This design comes from an exercise in tuning for small area and a short achievable clock period on the open sky130 flow, not from production work.
Power figures rest on the tool's default switching activity, not on a simulated workload.

== oak ==
==> flow/design.v <==
module fifo(
  input clk,
  input rst,
  input [7:0] buf_in,
  input wr_en,
  input rd_en,
  output reg [7:0] buf_out,
  output buf_empty,
  output reg buf_full,
  output [7:0] fifo_counter
);
  reg [5:0] wr_ptr;
  reg [7:0] rlo_n;
  reg [7:0] rhi_n;
  reg [6:0] count;
  reg not_empty;
  reg [7:0] mem [0:63];
  assign fifo_counter = {1'b0, count};
  assign buf_empty = ~not_empty;
  wire wa = wr_en & ~buf_full;
  wire ra = rd_en & not_empty;
  wire [7:0] wlo_n = ~(8'b1 << wr_ptr[2:0]);
  wire [7:0] whi_n = ~({8{wa}} & (8'b1 << wr_ptr[5:3]));
  wire [63:0] we;
  wire [63:0] rs;
  genvar g, b;
  generate
    for (g = 0; g < 64; g = g + 1) begin : gdec
      fifo_nor2 u_we (.a(wlo_n[g % 8]), .b(whi_n[g / 8]), .y(we[g]));
      fifo_nor2 u_rs (.a(rlo_n[g % 8]), .b(rhi_n[g / 8]), .y(rs[g]));
    end
  endgenerate
  wire [7:0] rdata;
  generate
    for (b = 0; b < 8; b = b + 1) begin : gbit
      wire [63:0] col;
      for (g = 0; g < 64; g = g + 1) begin : gcol
        assign col[g] = mem[g][b];
      end
      fifo_sel64 u_sel (.s(rs), .d(col), .y(rdata[b]));
    end
  endgenerate
  generate
    for (g = 0; g < 64; g = g + 1) begin : gmem
      always @(posedge clk)
        if (we[g])
          mem[g] <= buf_in;
    end
  endgenerate
  always @(posedge clk or posedge rst) begin
    if (rst) begin
      wr_ptr <= 6'd0;
      rlo_n <= 8'b11111110;
      rhi_n <= 8'b11111110;
      count <= 7'd0;
      buf_out <= 8'd0;
      not_empty <= 1'b0;
      buf_full <= 1'b0;
    end else begin
      if (wa) wr_ptr <= wr_ptr + 6'd1;
      if (ra) begin
        rlo_n <= {rlo_n[6:0], rlo_n[7]};
        if (!rlo_n[7]) rhi_n <= {rhi_n[6:0], rhi_n[7]};
        buf_out <= rdata;
      end
      if (wa & ~ra) count <= count + 7'd1;
      else if (ra & ~wa) count <= count - 7'd1;
      not_empty <= wa | (ra ? (count != 7'd1) : not_empty);
      buf_full <= ~ra & (wa ? (count == 7'd63) : buf_full);
    end
  end
endmodule
module fifo_sel64(
  input [63:0] s,
  input [63:0] d,
  output y
);
  wire [21:0] p_n;    
  genvar i;
  generate
    for (i = 0; i < 21; i = i + 1) begin : gaoi
      fifo_aoi222 u (.a1(s[3*i]), .a2(d[3*i]), .b1(s[3*i+1]), .b2(d[3*i+1]),
                     .c1(s[3*i+2]), .c2(d[3*i+2]), .y(p_n[i]));
    end
  endgenerate
  fifo_nand2 u21 (.a(s[63]), .b(d[63]), .y(p_n[21]));
  wire [5:0] q;
  fifo_nand4 n0 (.a(p_n[0]),  .b(p_n[1]),  .c(p_n[2]),  .d(p_n[3]),  .y(q[0]));
  fifo_nand4 n1 (.a(p_n[4]),  .b(p_n[5]),  .c(p_n[6]),  .d(p_n[7]),  .y(q[1]));
  fifo_nand4 n2 (.a(p_n[8]),  .b(p_n[9]),  .c(p_n[10]), .d(p_n[11]), .y(q[2]));
  fifo_nand4 n3 (.a(p_n[12]), .b(p_n[13]), .c(p_n[14]), .d(p_n[15]), .y(q[3]));
  fifo_nand4 n4 (.a(p_n[16]), .b(p_n[17]), .c(p_n[18]), .d(p_n[19]), .y(q[4]));
  fifo_nand2 n5 (.a(p_n[20]), .b(p_n[21]), .y(q[5]));
  wire [2:0] r_n;
  fifo_nor2 o0 (.a(q[0]), .b(q[1]), .y(r_n[0]));
  fifo_nor2 o1 (.a(q[2]), .b(q[3]), .y(r_n[1]));
  fifo_nor2 o2 (.a(q[4]), .b(q[5]), .y(r_n[2]));
  fifo_nand3 o3 (.a(r_n[0]), .b(r_n[1]), .c(r_n[2]), .y(y));
endmodule
module fifo_aoi222(input a1, input a2, input b1, input b2, input c1, input c2, output y);
  assign y = ~((a1 & a2) | (b1 & b2) | (c1 & c2));
endmodule
module fifo_nand4(input a, input b, input c, input d, output y);
  assign y = ~(a & b & c & d);
endmodule
module fifo_nand3(input a, input b, input c, output y);
  assign y = ~(a & b & c);
endmodule
module fifo_nand2(input a, input b, output y);
  assign y = ~(a & b);
endmodule
module fifo_nor2(input a, input b, output y);
  assign y = ~(a | b);
endmodule
clock: 4.0 ns
lec_check: 0
cap_margin: 20
core_margin: 2
core_utilization: 60
setup_slack_margin: 2.0
slew_margin: 20
synth_hierarchical: 1
synth_minimum_keep_size: 0
run.sh (not shown) runs the stock make flow with config.mk's settings and CLKGATE_MAP_FILE= SYNTH_SCRIPT=/design/flow/synth_recipe.tcl, a recipe that flattens the netlist after the stock synthesis.
What pine does differently from oak at the input level:
diff --git a/flow/design.v b/flow/design.v
--- a/flow/design.v
+++ b/flow/design.v
@@ -3,27 +3,26 @@
   input rst,
   input [7:0] buf_in,
   input wr_en,
   input rd_en,
   output reg [7:0] buf_out,
-  output buf_empty,
+  output reg buf_empty,
   output reg buf_full,
   output [7:0] fifo_counter
 );
   reg [5:0] wr_ptr;
-  reg [7:0] rlo_n;
-  reg [7:0] rhi_n;
+  reg [5:0] rd_ptr;
   reg [6:0] count;
-  reg not_empty;
   reg [7:0] mem [0:63];
   assign fifo_counter = {1'b0, count};
-  assign buf_empty = ~not_empty;
   wire wa = wr_en & ~buf_full;
-  wire ra = rd_en & not_empty;
+  wire ra = rd_en & ~buf_empty;
   wire [7:0] wlo_n = ~(8'b1 << wr_ptr[2:0]);
   wire [7:0] whi_n = ~({8{wa}} & (8'b1 << wr_ptr[5:3]));
   wire [63:0] we;
+  wire [7:0] rlo_n = ~(8'b1 << rd_ptr[2:0]);
+  wire [7:0] rhi_n = ~(8'b1 << rd_ptr[5:3]);
   wire [63:0] rs;
   genvar g, b;
   generate
     for (g = 0; g < 64; g = g + 1) begin : gdec
       fifo_nor2 u_we (.a(wlo_n[g % 8]), .b(whi_n[g / 8]), .y(we[g]));
@@ -48,26 +47,24 @@
     end
   endgenerate
   always @(posedge clk or posedge rst) begin
     if (rst) begin
       wr_ptr <= 6'd0;
-      rlo_n <= 8'b11111110;
-      rhi_n <= 8'b11111110;
+      rd_ptr <= 6'd0;
       count <= 7'd0;
       buf_out <= 8'd0;
-      not_empty <= 1'b0;
+      buf_empty <= 1'b1;
       buf_full <= 1'b0;
     end else begin
       if (wa) wr_ptr <= wr_ptr + 6'd1;
       if (ra) begin
-        rlo_n <= {rlo_n[6:0], rlo_n[7]};
-        if (!rlo_n[7]) rhi_n <= {rhi_n[6:0], rhi_n[7]};
+        rd_ptr <= rd_ptr + 6'd1;
         buf_out <= rdata;
       end
       if (wa & ~ra) count <= count + 7'd1;
       else if (ra & ~wa) count <= count - 7'd1;
-      not_empty <= wa | (ra ? (count != 7'd1) : not_empty);
+      buf_empty <= ~wa & (ra ? (count == 7'd1) : buf_empty);
       buf_full <= ~ra & (wa ? (count == 7'd63) : buf_full);
     end
   end
 endmodule
 module fifo_sel64(
@@ -101,14 +98,14 @@
   assign y = ~((a1 & a2) | (b1 & b2) | (c1 & c2));
 endmodule
 module fifo_nand4(input a, input b, input c, input d, output y);
   assign y = ~(a & b & c & d);
 endmodule
+module fifo_nand2(input a, input b, output y);
+  assign y = ~(a & b);
+endmodule
 module fifo_nand3(input a, input b, input c, output y);
   assign y = ~(a & b & c);
-endmodule
-module fifo_nand2(input a, input b, output y);
-  assign y = ~(a & b);
 endmodule
 module fifo_nor2(input a, input b, output y);
   assign y = ~(a | b);
 endmodule
## What came out
oak has higher area occupied by registers than pine. Relative to oak, the layout-stage area growth over the synthesis result of pine is higher by 0.68 points. When pine is set beside oak, its design internal power turns out to be 4.5% larger. Going from oak to pine, post-route minimum period has increased, detailed-routing wirelength on met1 moved up, global-route usage down 0.50 points, number of cells on the worst hold path went up 1, number of optimization iterations in the first detailed-route pass climbed 1. On cell depth of the worst flop-to-flop path: between oak and pine, it ends up higher for pine. NOTE: share of cell area taken by multi-input logic gates in pine exceeds that of oak. oak → pine: number of distinct library cells after synthesis moved down, summed area of non-filler cells in the final layout now smaller.
No run of this note included a check of the RTL's function; only the layout flow was run.

-- afterwards: timing with drivers on the ports --
The results above use ideal ports. As a check the final layouts listed here were re-extracted and re-timed, cells and wires unchanged. Step 1: set_driving_cell puts a clkbuf_16 on clk and a buf_2 on each other input, an assumption about the parent block. Step 2 also shifts input and output timing later by t, the mid clock arrival at the registers, as if the neighbouring blocks saw the same clock. Slacks: no drivers / after step 1 / after step 2; pairs: no drivers / after step 1.
run | t, ns | slack for setup (ns) | pins driven straight from the clock port
oak | 0.629 | 1.495 / 1.495 / 1.495 | 1
pine | 0.601 | 1.435 / 1.435 / 1.435 | 1
After both steps setup and hold are still met in every run listed.
